This design comes from an exercise in tuning for small area and a short achievable clock period on the open sky130 flow, not from production work. In this exercise RTL edits were held to simulation tests only and were not proved equivalent to the original. No activity file was given, so power comes from the tool's default toggle rates.

==> design/flow/design.v <==
`timescale 1 ps / 1 ps
module Camera_To_AXIS_Converter # (
    parameter C_WIDTH = 8,  
    parameter TUSER_WIDTH = 1, 
    parameter FIFO_DEPTH = 4096,
    parameter PIXEL_PER_CLK = 1,
    parameter DEBUBBLE = 0,
    parameter LINES_TO_SKIP = 1
) (
    input   i_video_reset, 
    input   i_video_clk,
    input   i_frame_start,
    input   i_data_valid,
    input   [PIXEL_PER_CLK * C_WIDTH - 1 : 0] i_Data,
    input   [11:0]   i_vres,
    input   [11:0]   i_hres,
    output  reg [15:0]   o_frames_skipped,  
    output  reg o_pushback_detected,  
    input   i_axis_reset, 
    input   i_axis_clk,
    input   i_tready,
    output  o_tlast,
    output  o_tvalid,
    output  [TUSER_WIDTH-1:0] o_tuser,
    output  [PIXEL_PER_CLK * C_WIDTH - 1 : 0] o_tdata
);
    wire EOF, EOL, SOF, s, r;
    wire fifo_o_valid;
    reg SOF_delay;
    reg q;
    reg frame_start_delay;
    reg data_valid_fe, data_valid_re, frame_start_re;
    reg data_valid_delay [1:0];
    reg  [PIXEL_PER_CLK * C_WIDTH - 1 : 0] data_i_delay[1:0];
    reg [11:0] v_count;
    reg [12:0] flush_v_count, flush_h_count;
    reg skip_frame;
    reg i_frame_start_reg;
    assign o_tvalid = fifo_o_valid & !skip_frame;
    assign EOL = data_valid_fe;
    assign SOF = data_valid_re & q;
    assign s = frame_start_re;
    assign r = data_valid_re && (v_count == 1);
    wire axis_tvalid;
    always @ (posedge i_video_clk or posedge i_video_reset) begin
        if (i_video_reset)
            q <= 1;
        else begin
            if (s == 1)
                q <= 1;
            else if (r == 1)
                q <= 0;
            else
                q <= q;
        end
    end
    always @ (posedge i_video_clk or posedge i_video_reset) begin
        if (i_video_reset) begin 
            v_count <= 0;
        end
        else begin
            if (i_frame_start_reg == 0 && i_frame_start == 1)
                v_count <= 0;
            else if (data_valid_fe) begin 
                v_count <= v_count + 1;
            end
        end
    end
    integer i;
    always @ (posedge i_video_clk or posedge i_video_reset) begin
        if (i_video_reset) begin
            frame_start_delay <= 0;
            data_valid_delay[0] <= 0;
            data_valid_delay[1] <= 0;
            data_valid_fe <= 0;
            data_valid_re <= 0;
            frame_start_re <= 0;
            data_i_delay[0] <= 0;
            data_i_delay[1] <= 0;
            SOF_delay <= 0;
            i_frame_start_reg <= 0;
        end
        else begin
            SOF_delay <= SOF;
            i_frame_start_reg <= i_frame_start;
            for(i=0; i < PIXEL_PER_CLK; i = i + 1)
                data_i_delay[0][C_WIDTH * i +: C_WIDTH ] <= i_Data[C_WIDTH * i +: C_WIDTH];
            data_i_delay[1] <= data_i_delay[0]; 
            data_valid_delay[0] <= i_data_valid;
            data_valid_delay[1] <= data_valid_delay[0];
            frame_start_delay <= i_frame_start;
            data_valid_fe <= (data_valid_delay[0] & !i_data_valid) ? 1 : 0;
            data_valid_re <= (!data_valid_delay[0] & i_data_valid) ? 1 : 0;
            frame_start_re <= (!frame_start_delay & i_frame_start) ? 1 : 0;
        end
    end
    always @ (posedge i_axis_clk) begin
        if (i_axis_reset) begin
            skip_frame <= 0; 
            o_frames_skipped <= 0;
            o_pushback_detected <= 0;
        end
        else if (fifo_o_valid && (o_tuser[0] == 1) && !i_tready && !skip_frame) begin 
            skip_frame <= 1;
            o_frames_skipped <= o_frames_skipped + 1;
            o_pushback_detected <= 1;
        end
        else if(flush_v_count == i_vres-1 && flush_h_count == i_hres-1)begin
            skip_frame <= 0;
        end
    end
    always @ (posedge i_axis_clk) begin
        if (i_axis_reset) begin
            flush_v_count <= 0;
            flush_h_count <= 0;
        end
        else if (!skip_frame) begin 
            flush_v_count <= 0;
            flush_h_count <= 0;
        end
        else if(fifo_o_valid)begin
            if (flush_h_count < i_hres-1)
                flush_h_count <= flush_h_count+PIXEL_PER_CLK;
            else begin
                flush_h_count <= 0;
                if (flush_v_count < i_vres-1)
                    flush_v_count <= flush_v_count+1;
                else
                    flush_v_count <= 0;
            end
        end
    end
    assign axis_tvalid = (LINES_TO_SKIP > 0) ? (data_valid_delay[1] && (v_count > LINES_TO_SKIP - 1)) : data_valid_delay[1];
    axis_async_fifo #(
        .DEPTH          (FIFO_DEPTH),
        .DATA_WIDTH     (PIXEL_PER_CLK * C_WIDTH),
        .KEEP_ENABLE    (0),
        .LAST_ENABLE    (1),
        .USER_ENABLE    (1),
        .USER_WIDTH     (1),
        .FRAME_FIFO     (DEBUBBLE)
    ) FIFO_A(
        .s_clk          (i_video_clk),
        .s_rst          (i_video_reset),
        .s_axis_tdata   (data_i_delay[1]),
        .s_axis_tvalid  (axis_tvalid),
        .s_axis_tlast   (EOL),
        .s_axis_tuser   (SOF_delay),
        .m_clk          (i_axis_clk),
        .m_rst          (i_axis_reset),
        .m_axis_tlast   (o_tlast),
        .m_axis_tuser   (o_tuser),
        .m_axis_tdata   (o_tdata),
        .m_axis_tvalid  (fifo_o_valid),
        .m_axis_tready  (i_tready | skip_frame)
    );
endmodule
module axis_async_fifo #
(
    parameter DEPTH = 4096,
    parameter DATA_WIDTH = 8,
    parameter KEEP_ENABLE = (DATA_WIDTH>8),
    parameter KEEP_WIDTH = ((DATA_WIDTH+7)/8),
    parameter LAST_ENABLE = 1,
    parameter ID_ENABLE = 0,
    parameter ID_WIDTH = 8,
    parameter DEST_ENABLE = 0,
    parameter DEST_WIDTH = 8,
    parameter USER_ENABLE = 1,
    parameter USER_WIDTH = 1,
    parameter RAM_PIPELINE = 1,
    parameter OUTPUT_FIFO_ENABLE = 0,
    parameter FRAME_FIFO = 0,
    parameter USER_BAD_FRAME_VALUE = 1'b1,
    parameter USER_BAD_FRAME_MASK = 1'b1,
    parameter DROP_OVERSIZE_FRAME = FRAME_FIFO,
    parameter DROP_BAD_FRAME = 0,
    parameter DROP_WHEN_FULL = 0
)
(
    input  wire                   s_clk,
    input  wire                   s_rst,
    input  wire [DATA_WIDTH-1:0]  s_axis_tdata,
    input  wire [KEEP_WIDTH-1:0]  s_axis_tkeep,
    input  wire                   s_axis_tvalid,
    output wire                   s_axis_tready,
    input  wire                   s_axis_tlast,
    input  wire [ID_WIDTH-1:0]    s_axis_tid,
    input  wire [DEST_WIDTH-1:0]  s_axis_tdest,
    input  wire [USER_WIDTH-1:0]  s_axis_tuser,
    input  wire                   m_clk,
    input  wire                   m_rst,
    output wire [DATA_WIDTH-1:0]  m_axis_tdata,
    output wire [KEEP_WIDTH-1:0]  m_axis_tkeep,
    output wire                   m_axis_tvalid,
    input  wire                   m_axis_tready,
    output wire                   m_axis_tlast,
    output wire [ID_WIDTH-1:0]    m_axis_tid,
    output wire [DEST_WIDTH-1:0]  m_axis_tdest,
    output wire [USER_WIDTH-1:0]  m_axis_tuser,
    output wire                   s_status_overflow,
    output wire                   s_status_bad_frame,
    output wire                   s_status_good_frame,
    output wire                   m_status_overflow,
    output wire                   m_status_bad_frame,
    output wire                   m_status_good_frame
);
parameter ADDR_WIDTH = (KEEP_ENABLE && KEEP_WIDTH > 1) ? $clog2(DEPTH/KEEP_WIDTH) : $clog2(DEPTH);
parameter OUTPUT_FIFO_ADDR_WIDTH = RAM_PIPELINE < 2 ? 3 : $clog2(RAM_PIPELINE*2+7);
localparam KEEP_OFFSET = DATA_WIDTH;
localparam LAST_OFFSET = KEEP_OFFSET + (KEEP_ENABLE ? KEEP_WIDTH : 0);
localparam ID_OFFSET   = LAST_OFFSET + (LAST_ENABLE ? 1          : 0);
localparam DEST_OFFSET = ID_OFFSET   + (ID_ENABLE   ? ID_WIDTH   : 0);
localparam USER_OFFSET = DEST_OFFSET + (DEST_ENABLE ? DEST_WIDTH : 0);
localparam WIDTH       = USER_OFFSET + (USER_ENABLE ? USER_WIDTH : 0);
reg [ADDR_WIDTH:0] wr_ptr_reg;
reg [ADDR_WIDTH:0] wr_ptr_cur_reg;
reg [ADDR_WIDTH:0] wr_ptr_gray_reg;
reg [ADDR_WIDTH:0] wr_ptr_sync_gray_reg;
reg [ADDR_WIDTH:0] wr_ptr_cur_gray_reg;
reg [ADDR_WIDTH:0] rd_ptr_reg;
reg [ADDR_WIDTH:0] rd_ptr_gray_reg;
reg [ADDR_WIDTH:0] wr_ptr_temp;
reg [ADDR_WIDTH:0] rd_ptr_temp;
(* SHREG_EXTRACT = "NO" *)
reg [ADDR_WIDTH:0] wr_ptr_gray_sync1_reg;
(* SHREG_EXTRACT = "NO" *)
reg [ADDR_WIDTH:0] wr_ptr_gray_sync2_reg;
(* SHREG_EXTRACT = "NO" *)
reg [ADDR_WIDTH:0] rd_ptr_gray_sync1_reg;
(* SHREG_EXTRACT = "NO" *)
reg [ADDR_WIDTH:0] rd_ptr_gray_sync2_reg;
reg wr_ptr_update_valid_reg;
reg wr_ptr_update_reg;
(* SHREG_EXTRACT = "NO" *)
reg wr_ptr_update_sync1_reg;
(* SHREG_EXTRACT = "NO" *)
reg wr_ptr_update_sync2_reg;
(* SHREG_EXTRACT = "NO" *)
reg wr_ptr_update_sync3_reg;
(* SHREG_EXTRACT = "NO" *)
reg wr_ptr_update_ack_sync1_reg;
(* SHREG_EXTRACT = "NO" *)
reg wr_ptr_update_ack_sync2_reg;
(* SHREG_EXTRACT = "NO" *)
reg s_rst_sync1_reg;
(* SHREG_EXTRACT = "NO" *)
reg s_rst_sync2_reg;
(* SHREG_EXTRACT = "NO" *)
reg s_rst_sync3_reg;
(* SHREG_EXTRACT = "NO" *)
reg m_rst_sync1_reg;
(* SHREG_EXTRACT = "NO" *)
reg m_rst_sync2_reg;
(* SHREG_EXTRACT = "NO" *)
reg m_rst_sync3_reg;
(* ramstyle = "no_rw_check" *)
reg [WIDTH-1:0] mem[(2**ADDR_WIDTH)-1:0];
reg [WIDTH-1:0] mem_read_data_reg;
reg mem_read_data_valid_reg;
(* shreg_extract = "no" *)
reg [WIDTH-1:0] m_axis_pipe_reg[RAM_PIPELINE+1-1:0];
reg [RAM_PIPELINE+1-1:0] m_axis_tvalid_pipe_reg;
wire full = wr_ptr_gray_reg == (rd_ptr_gray_sync2_reg ^ {2'b11, {ADDR_WIDTH-1{1'b0}}});
wire full_cur = wr_ptr_cur_gray_reg == (rd_ptr_gray_sync2_reg ^ {2'b11, {ADDR_WIDTH-1{1'b0}}});
wire empty = rd_ptr_gray_reg == (FRAME_FIFO ? wr_ptr_gray_sync1_reg : wr_ptr_gray_sync2_reg);
wire full_wr = wr_ptr_reg == (wr_ptr_cur_reg ^ {1'b1, {ADDR_WIDTH{1'b0}}});
reg write;
reg read;
reg store_output;
reg s_frame_reg;
reg m_frame_reg;
reg drop_frame_reg;
reg send_frame_reg;
reg overflow_reg;
reg bad_frame_reg;
reg good_frame_reg;
reg m_drop_frame_reg;
reg m_terminate_frame_reg;
reg overflow_sync1_reg;
reg overflow_sync2_reg;
reg overflow_sync3_reg;
reg overflow_sync4_reg;
reg bad_frame_sync1_reg;
reg bad_frame_sync2_reg;
reg bad_frame_sync3_reg;
reg bad_frame_sync4_reg;
reg good_frame_sync1_reg;
reg good_frame_sync2_reg;
reg good_frame_sync3_reg;
reg good_frame_sync4_reg;
assign s_axis_tready = (FRAME_FIFO ? (!full_cur || (full_wr && DROP_OVERSIZE_FRAME) || DROP_WHEN_FULL) : !full) && !s_rst_sync3_reg;
wire [WIDTH-1:0] s_axis;
generate
    assign s_axis[DATA_WIDTH-1:0] = s_axis_tdata;
    if (KEEP_ENABLE) assign s_axis[KEEP_OFFSET +: KEEP_WIDTH] = s_axis_tkeep;
    if (LAST_ENABLE) assign s_axis[LAST_OFFSET]               = s_axis_tlast;
    if (ID_ENABLE)   assign s_axis[ID_OFFSET   +: ID_WIDTH]   = s_axis_tid;
    if (DEST_ENABLE) assign s_axis[DEST_OFFSET +: DEST_WIDTH] = s_axis_tdest;
    if (USER_ENABLE) assign s_axis[USER_OFFSET +: USER_WIDTH] = s_axis_tuser;
endgenerate
wire [WIDTH-1:0] m_axis = RAM_PIPELINE ? m_axis_pipe_reg[RAM_PIPELINE+1-1] : mem_read_data_reg;
wire                   m_axis_tvalid_pipe = m_axis_tvalid_pipe_reg[RAM_PIPELINE+1-1];
wire [DATA_WIDTH-1:0]  m_axis_tdata_pipe  = m_axis[DATA_WIDTH-1:0];
wire [KEEP_WIDTH-1:0]  m_axis_tkeep_pipe  = KEEP_ENABLE ? m_axis[KEEP_OFFSET +: KEEP_WIDTH] : {KEEP_WIDTH{1'b1}};
wire                   m_axis_tlast_pipe  = LAST_ENABLE ? m_axis[LAST_OFFSET] | m_terminate_frame_reg : 1'b1;
wire [ID_WIDTH-1:0]    m_axis_tid_pipe    = ID_ENABLE   ? m_axis[ID_OFFSET +: ID_WIDTH] : {ID_WIDTH{1'b0}};
wire [DEST_WIDTH-1:0]  m_axis_tdest_pipe  = DEST_ENABLE ? m_axis[DEST_OFFSET +: DEST_WIDTH] : {DEST_WIDTH{1'b0}};
wire [USER_WIDTH-1:0]  m_axis_tuser_pipe  = USER_ENABLE ? (m_terminate_frame_reg ? USER_BAD_FRAME_VALUE : m_axis[USER_OFFSET +: USER_WIDTH]) : {USER_WIDTH{1'b0}};
wire pipe_ready;
assign s_status_overflow = overflow_reg;
assign s_status_bad_frame = bad_frame_reg;
assign s_status_good_frame = good_frame_reg;
assign m_status_overflow = overflow_sync3_reg ^ overflow_sync4_reg;
assign m_status_bad_frame = bad_frame_sync3_reg ^ bad_frame_sync4_reg;
assign m_status_good_frame = good_frame_sync3_reg ^ good_frame_sync4_reg;
always @(posedge m_clk or posedge m_rst) begin
    if (m_rst) begin
        s_rst_sync1_reg <= 1'b1;
    end else begin
        s_rst_sync1_reg <= 1'b0;
    end
end
always @(posedge s_clk) begin
    s_rst_sync2_reg <= s_rst_sync1_reg;
    s_rst_sync3_reg <= s_rst_sync2_reg;
end
always @(posedge s_clk or posedge s_rst) begin
    if (s_rst) begin
        m_rst_sync1_reg <= 1'b1;
    end else begin
        m_rst_sync1_reg <= 1'b0;
    end
end
always @(posedge m_clk) begin
    m_rst_sync2_reg <= m_rst_sync1_reg;
    m_rst_sync3_reg <= m_rst_sync2_reg;
end
always @(posedge s_clk) begin
    overflow_reg <= 1'b0;
    bad_frame_reg <= 1'b0;
    good_frame_reg <= 1'b0;
    if (FRAME_FIFO && wr_ptr_update_valid_reg) begin
        if (wr_ptr_update_reg == wr_ptr_update_ack_sync2_reg) begin
            wr_ptr_update_valid_reg <= 1'b0;
            wr_ptr_sync_gray_reg <= wr_ptr_gray_reg;
            wr_ptr_update_reg <= !wr_ptr_update_ack_sync2_reg;
        end
    end
    if (s_axis_tready && s_axis_tvalid && LAST_ENABLE) begin
        s_frame_reg <= !s_axis_tlast;
    end
    if (s_rst_sync3_reg && LAST_ENABLE) begin
        if (s_frame_reg && !(s_axis_tready && s_axis_tvalid && s_axis_tlast)) begin
            drop_frame_reg <= 1'b1;
        end
        if (s_axis_tready && s_axis_tvalid && !s_axis_tlast) begin
            drop_frame_reg <= 1'b1;
        end
    end
    if (s_axis_tready && s_axis_tvalid) begin
        if (!FRAME_FIFO) begin
            mem[wr_ptr_reg[ADDR_WIDTH-1:0]] <= s_axis;
            if (drop_frame_reg && LAST_ENABLE) begin
                if (s_axis_tlast) begin
                    drop_frame_reg <= 1'b0;
                end
            end else begin
                wr_ptr_temp = wr_ptr_reg + 1;
                wr_ptr_reg <= wr_ptr_temp;
                wr_ptr_gray_reg <= wr_ptr_temp ^ (wr_ptr_temp >> 1);
            end
        end else if ((full_cur && DROP_WHEN_FULL) || (full_wr && DROP_OVERSIZE_FRAME) || drop_frame_reg) begin
            drop_frame_reg <= 1'b1;
            if (s_axis_tlast) begin
                wr_ptr_temp = wr_ptr_reg;
                wr_ptr_cur_reg <= wr_ptr_temp;
                wr_ptr_cur_gray_reg <= wr_ptr_temp ^ (wr_ptr_temp >> 1);
                drop_frame_reg <= 1'b0;
                overflow_reg <= 1'b1;
            end
        end else begin
            mem[wr_ptr_cur_reg[ADDR_WIDTH-1:0]] <= s_axis;
            wr_ptr_temp = wr_ptr_cur_reg + 1;
            wr_ptr_cur_reg <= wr_ptr_temp;
            wr_ptr_cur_gray_reg <= wr_ptr_temp ^ (wr_ptr_temp >> 1);
            if (s_axis_tlast || (!DROP_OVERSIZE_FRAME && (full_wr || send_frame_reg))) begin
                send_frame_reg <= !s_axis_tlast;
                if (s_axis_tlast && DROP_BAD_FRAME && USER_BAD_FRAME_MASK & ~(s_axis_tuser ^ USER_BAD_FRAME_VALUE)) begin
                    wr_ptr_temp = wr_ptr_reg;
                    wr_ptr_cur_reg <= wr_ptr_temp;
                    wr_ptr_cur_gray_reg <= wr_ptr_temp ^ (wr_ptr_temp >> 1);
                    bad_frame_reg <= 1'b1;
                end else begin
                    wr_ptr_temp = wr_ptr_cur_reg + 1;
                    wr_ptr_reg <= wr_ptr_temp;
                    wr_ptr_gray_reg <= wr_ptr_temp ^ (wr_ptr_temp >> 1);
                    if (wr_ptr_update_reg == wr_ptr_update_ack_sync2_reg) begin
                        wr_ptr_update_valid_reg <= 1'b0;
                        wr_ptr_sync_gray_reg <= wr_ptr_temp ^ (wr_ptr_temp >> 1);
                        wr_ptr_update_reg <= !wr_ptr_update_ack_sync2_reg;
                    end else begin
                        wr_ptr_update_valid_reg <= 1'b1;
                    end
                    good_frame_reg <= s_axis_tlast;
                end
            end
        end
    end else if (s_axis_tvalid && full_wr && FRAME_FIFO && !DROP_OVERSIZE_FRAME) begin
        send_frame_reg <= 1'b1;
        wr_ptr_temp = wr_ptr_cur_reg;
        wr_ptr_reg <= wr_ptr_temp;
        wr_ptr_gray_reg <= wr_ptr_temp ^ (wr_ptr_temp >> 1);
        if (wr_ptr_update_reg == wr_ptr_update_ack_sync2_reg) begin
            wr_ptr_update_valid_reg <= 1'b0;
            wr_ptr_sync_gray_reg <= wr_ptr_temp ^ (wr_ptr_temp >> 1);
            wr_ptr_update_reg <= !wr_ptr_update_ack_sync2_reg;
        end else begin
            wr_ptr_update_valid_reg <= 1'b1;
        end
    end
    if (s_rst_sync3_reg) begin
        wr_ptr_reg <= {ADDR_WIDTH+1{1'b0}};
        wr_ptr_cur_reg <= {ADDR_WIDTH+1{1'b0}};
        wr_ptr_gray_reg <= {ADDR_WIDTH+1{1'b0}};
        wr_ptr_sync_gray_reg <= {ADDR_WIDTH+1{1'b0}};
        wr_ptr_cur_gray_reg <= {ADDR_WIDTH+1{1'b0}};
        wr_ptr_update_valid_reg <= 1'b0;
        wr_ptr_update_reg <= 1'b0;
    end
    if (s_rst) begin
        wr_ptr_reg <= {ADDR_WIDTH+1{1'b0}};
        wr_ptr_cur_reg <= {ADDR_WIDTH+1{1'b0}};
        wr_ptr_gray_reg <= {ADDR_WIDTH+1{1'b0}};
        wr_ptr_sync_gray_reg <= {ADDR_WIDTH+1{1'b0}};
        wr_ptr_cur_gray_reg <= {ADDR_WIDTH+1{1'b0}};
        wr_ptr_update_valid_reg <= 1'b0;
        wr_ptr_update_reg <= 1'b0;
        s_frame_reg <= 1'b0;
        drop_frame_reg <= 1'b0;
        send_frame_reg <= 1'b0;
        overflow_reg <= 1'b0;
        bad_frame_reg <= 1'b0;
        good_frame_reg <= 1'b0;
    end
end
always @(posedge s_clk) begin
    rd_ptr_gray_sync1_reg <= rd_ptr_gray_reg;
    rd_ptr_gray_sync2_reg <= rd_ptr_gray_sync1_reg;
    wr_ptr_update_ack_sync1_reg <= wr_ptr_update_sync3_reg;
    wr_ptr_update_ack_sync2_reg <= wr_ptr_update_ack_sync1_reg;
    if (s_rst) begin
        rd_ptr_gray_sync1_reg <= {ADDR_WIDTH+1{1'b0}};
        rd_ptr_gray_sync2_reg <= {ADDR_WIDTH+1{1'b0}};
        wr_ptr_update_ack_sync1_reg <= 1'b0;
        wr_ptr_update_ack_sync2_reg <= 1'b0;
    end
end
always @(posedge m_clk) begin
    if (!FRAME_FIFO) begin
        wr_ptr_gray_sync1_reg <= wr_ptr_gray_reg;
    end else if (wr_ptr_update_sync2_reg ^ wr_ptr_update_sync3_reg) begin
        wr_ptr_gray_sync1_reg <= wr_ptr_sync_gray_reg;
    end
    wr_ptr_gray_sync2_reg <= wr_ptr_gray_sync1_reg;
    wr_ptr_update_sync1_reg <= wr_ptr_update_reg;
    wr_ptr_update_sync2_reg <= wr_ptr_update_sync1_reg;
    wr_ptr_update_sync3_reg <= wr_ptr_update_sync2_reg;
    if (FRAME_FIFO && m_rst_sync3_reg) begin
        wr_ptr_gray_sync1_reg <= {ADDR_WIDTH+1{1'b0}};
    end
    if (m_rst) begin
        wr_ptr_gray_sync1_reg <= {ADDR_WIDTH+1{1'b0}};
        wr_ptr_gray_sync2_reg <= {ADDR_WIDTH+1{1'b0}};
        wr_ptr_update_sync1_reg <= 1'b0;
        wr_ptr_update_sync2_reg <= 1'b0;
        wr_ptr_update_sync3_reg <= 1'b0;
    end
end
always @(posedge s_clk) begin
    overflow_sync1_reg <= overflow_sync1_reg ^ overflow_reg;
    bad_frame_sync1_reg <= bad_frame_sync1_reg ^ bad_frame_reg;
    good_frame_sync1_reg <= good_frame_sync1_reg ^ good_frame_reg;
    if (s_rst) begin
        overflow_sync1_reg <= 1'b0;
        bad_frame_sync1_reg <= 1'b0;
        good_frame_sync1_reg <= 1'b0;
    end
end
always @(posedge m_clk) begin
    overflow_sync2_reg <= overflow_sync1_reg;
    overflow_sync3_reg <= overflow_sync2_reg;
    overflow_sync4_reg <= overflow_sync3_reg;
    bad_frame_sync2_reg <= bad_frame_sync1_reg;
    bad_frame_sync3_reg <= bad_frame_sync2_reg;
    bad_frame_sync4_reg <= bad_frame_sync3_reg;
    good_frame_sync2_reg <= good_frame_sync1_reg;
    good_frame_sync3_reg <= good_frame_sync2_reg;
    good_frame_sync4_reg <= good_frame_sync3_reg;
    if (m_rst) begin
        overflow_sync2_reg <= 1'b0;
        overflow_sync3_reg <= 1'b0;
        overflow_sync4_reg <= 1'b0;
        bad_frame_sync2_reg <= 1'b0;
        bad_frame_sync3_reg <= 1'b0;
        bad_frame_sync4_reg <= 1'b0;
        good_frame_sync2_reg <= 1'b0;
        good_frame_sync3_reg <= 1'b0;
        good_frame_sync4_reg <= 1'b0;
    end
end
integer j;
always @(posedge m_clk) begin
    if (OUTPUT_FIFO_ENABLE || m_axis_tready) begin
        m_axis_tvalid_pipe_reg[RAM_PIPELINE+1-1] <= 1'b0;
        m_terminate_frame_reg <= 1'b0;
    end
    for (j = RAM_PIPELINE+1-1; j > 0; j = j - 1) begin
        if (OUTPUT_FIFO_ENABLE || m_axis_tready || ((~m_axis_tvalid_pipe_reg) >> j)) begin
            m_axis_tvalid_pipe_reg[j] <= m_axis_tvalid_pipe_reg[j-1];
            m_axis_pipe_reg[j] <= j == 1 ? mem_read_data_reg : m_axis_pipe_reg[j-1];
            m_axis_tvalid_pipe_reg[j-1] <= 1'b0;
        end
    end
    if (OUTPUT_FIFO_ENABLE || m_axis_tready || ~m_axis_tvalid_pipe_reg) begin
        m_axis_tvalid_pipe_reg[0] <= 1'b0;
        mem_read_data_reg <= mem[rd_ptr_reg[ADDR_WIDTH-1:0]];
        if (!empty && !m_rst_sync3_reg && !m_drop_frame_reg && pipe_ready) begin
            m_axis_tvalid_pipe_reg[0] <= 1'b1;
            rd_ptr_temp = rd_ptr_reg + 1;
            rd_ptr_reg <= rd_ptr_temp;
            rd_ptr_gray_reg <= rd_ptr_temp ^ (rd_ptr_temp >> 1);
        end
    end
    if (m_axis_tvalid_pipe && LAST_ENABLE) begin
        if (m_axis_tlast_pipe && (OUTPUT_FIFO_ENABLE || m_axis_tready)) begin
            m_frame_reg <= 1'b0;
        end else begin
            m_frame_reg <= 1'b1;
        end
    end
    if (m_drop_frame_reg && (OUTPUT_FIFO_ENABLE ? pipe_ready : m_axis_tready || !m_axis_tvalid_pipe) && LAST_ENABLE) begin
        m_axis_tvalid_pipe_reg[RAM_PIPELINE+1-1] <= 1'b1;
        m_terminate_frame_reg <= 1'b1;
        m_drop_frame_reg <= 1'b0;
    end
    if (m_rst_sync3_reg && LAST_ENABLE) begin
        if (RAM_PIPELINE > 0) begin
            m_axis_tvalid_pipe_reg[RAM_PIPELINE+1-2:0] <= 0;
        end
        if (m_frame_reg && (!m_axis_tvalid_pipe || (m_axis_tvalid_pipe && !m_axis_tlast_pipe)) &&
                !(m_drop_frame_reg || m_terminate_frame_reg)) begin
            m_drop_frame_reg <= 1'b1;
        end
    end
    if (m_rst_sync3_reg) begin
        rd_ptr_reg <= {ADDR_WIDTH+1{1'b0}};
        rd_ptr_gray_reg <= {ADDR_WIDTH+1{1'b0}};
    end
    if (m_rst) begin
        rd_ptr_reg <= {ADDR_WIDTH+1{1'b0}};
        rd_ptr_gray_reg <= {ADDR_WIDTH+1{1'b0}};
        m_axis_tvalid_pipe_reg <= 0;
        m_frame_reg <= 1'b0;
        m_drop_frame_reg <= 1'b0;
        m_terminate_frame_reg <= 1'b0;
    end
end
generate
if (!OUTPUT_FIFO_ENABLE) begin
    assign pipe_ready = 1'b1;
    assign m_axis_tvalid = m_axis_tvalid_pipe;
    assign m_axis_tdata = m_axis_tdata_pipe;
    assign m_axis_tkeep = m_axis_tkeep_pipe;
    assign m_axis_tlast = m_axis_tlast_pipe;
    assign m_axis_tid   = m_axis_tid_pipe;
    assign m_axis_tdest = m_axis_tdest_pipe;
    assign m_axis_tuser = m_axis_tuser_pipe;
end else begin
    reg [DATA_WIDTH-1:0] m_axis_tdata_reg;
    reg [KEEP_WIDTH-1:0] m_axis_tkeep_reg;
    reg                  m_axis_tvalid_reg;
    reg                  m_axis_tlast_reg;
    reg [ID_WIDTH-1:0]   m_axis_tid_reg;
    reg [DEST_WIDTH-1:0] m_axis_tdest_reg;
    reg [USER_WIDTH-1:0] m_axis_tuser_reg;
    reg [OUTPUT_FIFO_ADDR_WIDTH+1-1:0] out_fifo_wr_ptr_reg;
    reg [OUTPUT_FIFO_ADDR_WIDTH+1-1:0] out_fifo_rd_ptr_reg;
    reg out_fifo_half_full_reg;
    wire out_fifo_full = out_fifo_wr_ptr_reg == (out_fifo_rd_ptr_reg ^ {1'b1, {OUTPUT_FIFO_ADDR_WIDTH{1'b0}}});
    wire out_fifo_empty = out_fifo_wr_ptr_reg == out_fifo_rd_ptr_reg;
    (* ram_style = "distributed", ramstyle = "no_rw_check, mlab" *)
    reg [DATA_WIDTH-1:0] out_fifo_tdata[2**OUTPUT_FIFO_ADDR_WIDTH-1:0];
    (* ram_style = "distributed", ramstyle = "no_rw_check, mlab" *)
    reg [KEEP_WIDTH-1:0] out_fifo_tkeep[2**OUTPUT_FIFO_ADDR_WIDTH-1:0];
    (* ram_style = "distributed", ramstyle = "no_rw_check, mlab" *)
    reg                  out_fifo_tlast[2**OUTPUT_FIFO_ADDR_WIDTH-1:0];
    (* ram_style = "distributed", ramstyle = "no_rw_check, mlab" *)
    reg [ID_WIDTH-1:0]   out_fifo_tid[2**OUTPUT_FIFO_ADDR_WIDTH-1:0];
    (* ram_style = "distributed", ramstyle = "no_rw_check, mlab" *)
    reg [DEST_WIDTH-1:0] out_fifo_tdest[2**OUTPUT_FIFO_ADDR_WIDTH-1:0];
    (* ram_style = "distributed", ramstyle = "no_rw_check, mlab" *)
    reg [USER_WIDTH-1:0] out_fifo_tuser[2**OUTPUT_FIFO_ADDR_WIDTH-1:0];
    assign pipe_ready = !out_fifo_half_full_reg;
    assign m_axis_tdata  = m_axis_tdata_reg;
    assign m_axis_tkeep  = KEEP_ENABLE ? m_axis_tkeep_reg : {KEEP_WIDTH{1'b1}};
    assign m_axis_tvalid = m_axis_tvalid_reg;
    assign m_axis_tlast  = LAST_ENABLE ? m_axis_tlast_reg : 1'b1;
    assign m_axis_tid    = ID_ENABLE   ? m_axis_tid_reg   : {ID_WIDTH{1'b0}};
    assign m_axis_tdest  = DEST_ENABLE ? m_axis_tdest_reg : {DEST_WIDTH{1'b0}};
    assign m_axis_tuser  = USER_ENABLE ? m_axis_tuser_reg : {USER_WIDTH{1'b0}};
    always @(posedge m_clk) begin
        m_axis_tvalid_reg <= m_axis_tvalid_reg && !m_axis_tready;
        out_fifo_half_full_reg <= $unsigned(out_fifo_wr_ptr_reg - out_fifo_rd_ptr_reg) >= 2**(OUTPUT_FIFO_ADDR_WIDTH-1);
        if (!out_fifo_full && m_axis_tvalid_pipe) begin
            out_fifo_tdata[out_fifo_wr_ptr_reg[OUTPUT_FIFO_ADDR_WIDTH-1:0]] <= m_axis_tdata_pipe;
            out_fifo_tkeep[out_fifo_wr_ptr_reg[OUTPUT_FIFO_ADDR_WIDTH-1:0]] <= m_axis_tkeep_pipe;
            out_fifo_tlast[out_fifo_wr_ptr_reg[OUTPUT_FIFO_ADDR_WIDTH-1:0]] <= m_axis_tlast_pipe;
            out_fifo_tid[out_fifo_wr_ptr_reg[OUTPUT_FIFO_ADDR_WIDTH-1:0]] <= m_axis_tid_pipe;
            out_fifo_tdest[out_fifo_wr_ptr_reg[OUTPUT_FIFO_ADDR_WIDTH-1:0]] <= m_axis_tdest_pipe;
            out_fifo_tuser[out_fifo_wr_ptr_reg[OUTPUT_FIFO_ADDR_WIDTH-1:0]] <= m_axis_tuser_pipe;
            out_fifo_wr_ptr_reg <= out_fifo_wr_ptr_reg + 1;
        end
        if (!out_fifo_empty && (!m_axis_tvalid_reg || m_axis_tready)) begin
            m_axis_tdata_reg <= out_fifo_tdata[out_fifo_rd_ptr_reg[OUTPUT_FIFO_ADDR_WIDTH-1:0]];
            m_axis_tkeep_reg <= out_fifo_tkeep[out_fifo_rd_ptr_reg[OUTPUT_FIFO_ADDR_WIDTH-1:0]];
            m_axis_tvalid_reg <= 1'b1;
            m_axis_tlast_reg <= out_fifo_tlast[out_fifo_rd_ptr_reg[OUTPUT_FIFO_ADDR_WIDTH-1:0]];
            m_axis_tid_reg <= out_fifo_tid[out_fifo_rd_ptr_reg[OUTPUT_FIFO_ADDR_WIDTH-1:0]];
            m_axis_tdest_reg <= out_fifo_tdest[out_fifo_rd_ptr_reg[OUTPUT_FIFO_ADDR_WIDTH-1:0]];
            m_axis_tuser_reg <= out_fifo_tuser[out_fifo_rd_ptr_reg[OUTPUT_FIFO_ADDR_WIDTH-1:0]];
            out_fifo_rd_ptr_reg <= out_fifo_rd_ptr_reg + 1;
        end
        if (m_rst) begin
            out_fifo_wr_ptr_reg <= 0;
            out_fifo_rd_ptr_reg <= 0;
            m_axis_tvalid_reg <= 1'b0;
        end
    end
end
endgenerate
endmodule
`resetall
module camera_to_axis (
    input          clk,
    input          rst,
    input          i_frame_start,
    input          i_data_valid,
    input  [23:0]  i_data,
    input  [11:0]  i_vres,
    input  [11:0]  i_hres,
    input          i_tready,
    output         o_tvalid,
    output         o_tlast,
    output         o_tuser,
    output [23:0]  o_tdata,
    output [15:0]  o_frames_skipped,
    output         o_pushback_detected
);
    Camera_To_AXIS_Converter #(
        .C_WIDTH       (24),
        .TUSER_WIDTH   (1),
        .FIFO_DEPTH    (64),
        .PIXEL_PER_CLK (1),
        .DEBUBBLE      (0),
        .LINES_TO_SKIP (1)
    ) u_conv (
        .i_video_reset       (rst),
        .i_video_clk         (clk),
        .i_frame_start       (i_frame_start),
        .i_data_valid        (i_data_valid),
        .i_Data              (i_data),
        .i_vres              (i_vres),
        .i_hres              (i_hres),
        .o_frames_skipped    (o_frames_skipped),
        .o_pushback_detected (o_pushback_detected),
        .i_axis_reset        (rst),
        .i_axis_clk          (clk),
        .i_tready            (i_tready),
        .o_tlast             (o_tlast),
        .o_tvalid            (o_tvalid),
        .o_tuser             (o_tuser),
        .o_tdata             (o_tdata)
    );
endmodule
==> design/flow/constraint.sdc <==
create_clock -name core_clock -period 5.0 [get_ports {clk}]
set_input_delay 1.0000 -clock core_clock [delete_from_list [all_inputs] [get_ports {clk}]]
set_output_delay 1.0000 -clock core_clock [all_outputs]
set_load 0.01 [all_outputs]
==> design/flow/config.mk <==
export PLATFORM = sky130hd
export DESIGN_NAME = camera_to_axis
export DESIGN_NICKNAME = camera_to_axis
export VERILOG_FILES = /design/flow/design.v
export SDC_FILE = /design/flow/constraint.sdc
export NUM_CORES = 4
export LEC_CHECK = 0
export CAP_MARGIN = 20
export CORE_MARGIN = 2
export CORE_UTILIZATION = 45
export PLACE_DENSITY = 0.6
export SLEW_MARGIN = 20
==> design/flow/run.sh <==
#!/bin/bash
# synth_recipe.tcl (not shown) runs the flow's synth.tcl, then flattens the netlist and writes it again
# the make line also repeats each setting of config.mk as NAME=value (left out here)
make -C /OpenROAD-flow-scripts/flow DESIGN_CONFIG=/design/flow/config.mk WORK_HOME=/design/flow/orfs CLKGATE_MAP_FILE= SYNTH_SCRIPT=/design/flow/synth_recipe.tcl finish
==> flow_summary.json <==
{
  "cts.repair.resized": 0,
  "core_sq_um": 160000,
  "clockBufferDepth": 3,
  "synth-main-ff-cell": "edfxtp_1",
  "arrival_ns": 4.38,
  "cp_max_fo": 20,
  "skew_ns": 0.0296,
  "pin_count": 97,
  "clk_latency_ns": 0.82,
  "fin_crit_sh_pct": 77.4,
  "dieWidth_um": 405,
  "dieArea_sq_um": 164000,
  "syn_inst": 3302,
  "leakage_nw": 25.4,
  "required_ns": 5.51,
  "cts_hold_repair.buffers": 0,
  "cts_buffers": 184,
  "tritoncts": "done",
  "h-tree-depth": 4,
  "hp-class": "primary input to asynchronous set/reset pin",
  "final_antenna_net_count": 0,
  "synth_warnings": 7,
  "cts_root_buf": "clkbuf_16",
  "rows": 147,
  "drive_above_1_share_pct": 28.1,
  "grt_first_pass_wirelength_um": 245000,
  "via_count": 33700,
  "post_dp_cell_area_sq_um": 77100,
  "synth_nets": 3389,
  "cts_sinks": 1892,
  "die_y_um": 405,
  "critPathKind": "flop to flop",
  "ir_drop_v": 0.000277,
  "start_kind": "flop",
  "status": "timing/DRC/antenna clean",
  "viasPerCell": 5.75,
  "synth.largest_area_cell": "edfxtp_1",
  "largest_register_ffs": 1664,
  "async_flop_share_pct": 3.65,
  "synth.area.top_cells": "edfxtp_1 71%, mux4_2 16%, dfxtp_1 3.0%",
  "grt_pass1_vias": 34100,
  "ys_seq_area_share_pct": 76.5,
  "hpwlAfterDp_um": 94400,
  "drc": 0,
  "ys_seq_elements": 1892,
  "place_congestion": 0.804,
  "slew_viol_final": 0,
  "tightestPinTransition_ns": 1.07,
  "antenna_found_initial": 4,
  "routedWlPerCell_um": 28.9,
  "cp-end-kind": "flop",
  "pre_cts_ws_ns": 0.382,
  "hold_violations": 0,
  "synth_edf_count": 1716,
  "relSlewSlack_pct": 28.3,
  "grt_max_degree": 71,
  "nFillCells": 12400,
  "start_util_pct": 45.2,
  "grt_use_total_pct": 20.8,
  "finalSetupViolations": 0,
  "maxCapViolations": 0,
  "layout_setup_ws_ns": 1.13,
  "nNetsFinal": 3633,
  "portBuffers": 96,
  "yosysUniqueCellTypes": 58,
  "first_iter_violations": 3711,
  "power_density_nw_per_um2": 384,
  "rsz0062_at_grt": "false",
  "fmax_mhz": 259,
  "min_period_ns": 3.87,
  "cts_setup_buffers": 0,
  "syn-mean-instance-area_sq_um": 21.9,
  "power.total_mw": 31.9,
  "final.setup.tns_ns": 0,
  "drt_first_pass_iters": 7,
  "area_growth_syn_to_layout_pct": 14.7,
  "route.final.wire_length_um": 169000,
  "fin_util_pct": 51.9,
  "synth_area_sq_um": 72500,
  "gr-total-overflow": 0,
  "clk_pin_slew_worst_paths_ns": 0.07,
  "fin_area_sq_um": 83100,
  "synth_top_area_share_pct": 71.1
}
[path summary, 6_finish.rpt]
| kind | startpoint | end | slack (ns) | depth (start not counted) |
|---|---|---|---|---|
| min | rst | u_conv.v_count[2]$_DFFE_PP0P_ | 0.16 | 2 |
| max reg2reg | u_conv.v_count[0]$_DFFE_PP0P_ | u_conv.FIFO_A.mem[38][0]$_DFFE_PP_ | 1.13 | 8 |
| min in group core_clock | u_conv.FIFO_A.m_rst_sync2_reg$_DFF_P_ | u_conv.FIFO_A.m_rst_sync3_reg$_DFF_P_ | 0.34 | 0 |
| max | u_conv.v_count[0]$_DFFE_PP0P_ | u_conv.FIFO_A.mem[38][0]$_DFFE_PP_ | 1.13 | 8 |
| max in group asynchronous | rst | u_conv.data_i_delay[1][21]$_DFF_PP0_ | 3.59 | 3 |
| min reg2reg | u_conv.FIFO_A.m_rst_sync2_reg$_DFF_P_ | u_conv.FIFO_A.m_rst_sync3_reg$_DFF_P_ | 0.34 | 0 |
[layout make-up]
class	count	area [sq um]	area share, %
flip-flops and latches	1892	55500	66.7
clock inverters	96	827	0.995
inverters	23	88.8	0.107
well taps	2160	2700	3.25
clock buffers	247	5060	6.09
multi-input cells	1200	16500	19.9
diodes	1	2.50	0.00301
repair buffers	245	2490	3.00
[cell usage in the layout, fill, tap and decap left out, types with 12 or more instances in the layout]
master	synthesis	layout
a21oi_1	20	20
a22oi_1	53	53
buf_12	0	24
buf_4	44	119
bufinv_16	0	13
clkbuf_1	85	49
clkbuf_16	0	191
clkdlybuf4s50_1	0	95
clkinv_1	0	37
clkinv_2	0	30
dfrtp_1	67	41
dfrtp_2	0	25
dfxtp_1	107	103
edfxtp_1	1716	1716
ha_1	34	34
inv_1	23	22
mux4_2	520	520
nand2_1	67	67
nand3_1	35	35
nand4_1	27	27
nor2_1	156	91
nor2_4	0	64
nor2b_1	40	38
nor3_1	19	19
o21ai_0	12	12
xnor2_1	42	42
xor2_1	59	59
[cells by family (layout without fill, tap and decap cells)]
family	Yosys count	count (layout)	synth area share (%)
muxes	531	531	16.3
other	1	2	0.00518
buffers and inverters	210	611	1.43
xor gates and xnor gates	101	101	1.22
and+or+nand+nor	402	402	2.68
adders and majority gates	34	34	0.587
DFF	1892	1892	76.5
AOI/OAI and AO/OA	131	131	1.30
[where the power goes]
group / internal, mW / switching, mW
combinational: 0.360 / 0.606
clock: 7.77 / 5.79
sequential: 17.4 / 0.0612
total: 25.5 / 6.46
[synthesized netlist by cell type, types with 12 or more instances]
cell         n
xor2_1      59
a21oi_1     20
mux4_2     520
nor2_1     156
a22oi_1     53
buf_4       44
nor2b_1     40
buf_2       30
nor3_1      19
dfxtp_1    107
edfxtp_1  1716
inv_1       23
nand2_1     67
o21ai_0     12
nand3_1     35
dfrtp_1     67
nand4_1     27
buf_1       22
ha_1        34
xnor2_1     42
clkbuf_1    85
[layer usage]
| metal | GRT usage (%) | vias up | wire, um |
|---|---|---|---|
| li1 | - | 14200 | - |
| met1 | 30.9 | 18200 | 73600 |
| met2 | 32.5 | 1201 | 81200 |
| met3 | 3.44 | 182 | 11300 |
| met4 | 5.24 | 0 | 3090 |
| met5 | 0 | - | 0 |
[metrics by stage]
step                hold slack, ns  std cells
floorplan                    0.310       3302
detailed placement           0.335       5515
global route                 0.146       5863
finish                       0.165       5864
global placement             0.312       5511
CTS                          0.106       5858
[critical path, cell delays in order, from the launching register on]
cell      delay (ns)
dfrtp_1         0.42
inv_1           0.06
ha_1            0.19
and4_1          0.26
a211oi_2        0.54
nand4b_1        0.64
buf_4           0.42
nor2_4          0.75
buf_4           0.28

## static timing again, ports no longer ideal
The results above use ideal ports. As a check the final layout listed here was re-extracted and re-timed, cells and wires unchanged. Step 1, drivers: a clkbuf_16 drives clk and a buf_2 each remaining input, both assumed. Step 2 times the ports against the registers' clock, not the clock port: input delays grow and output delays shrink by t, the midpoint of the rising clock arrivals with the driver on. Slacks: ideal / step 1 / step 2; pairs: ideal / step 1.
shift t [ns]: 0.879
setup WS [ns]: 1.132 / 1.132 / 0.354
worst setup path after step 2: input to register
pins driven straight from the clock port: 1
After both steps this run still meets setup and hold. The setup slack of this run moves by 0.000 ns with the drivers and by -0.778 ns with both steps.
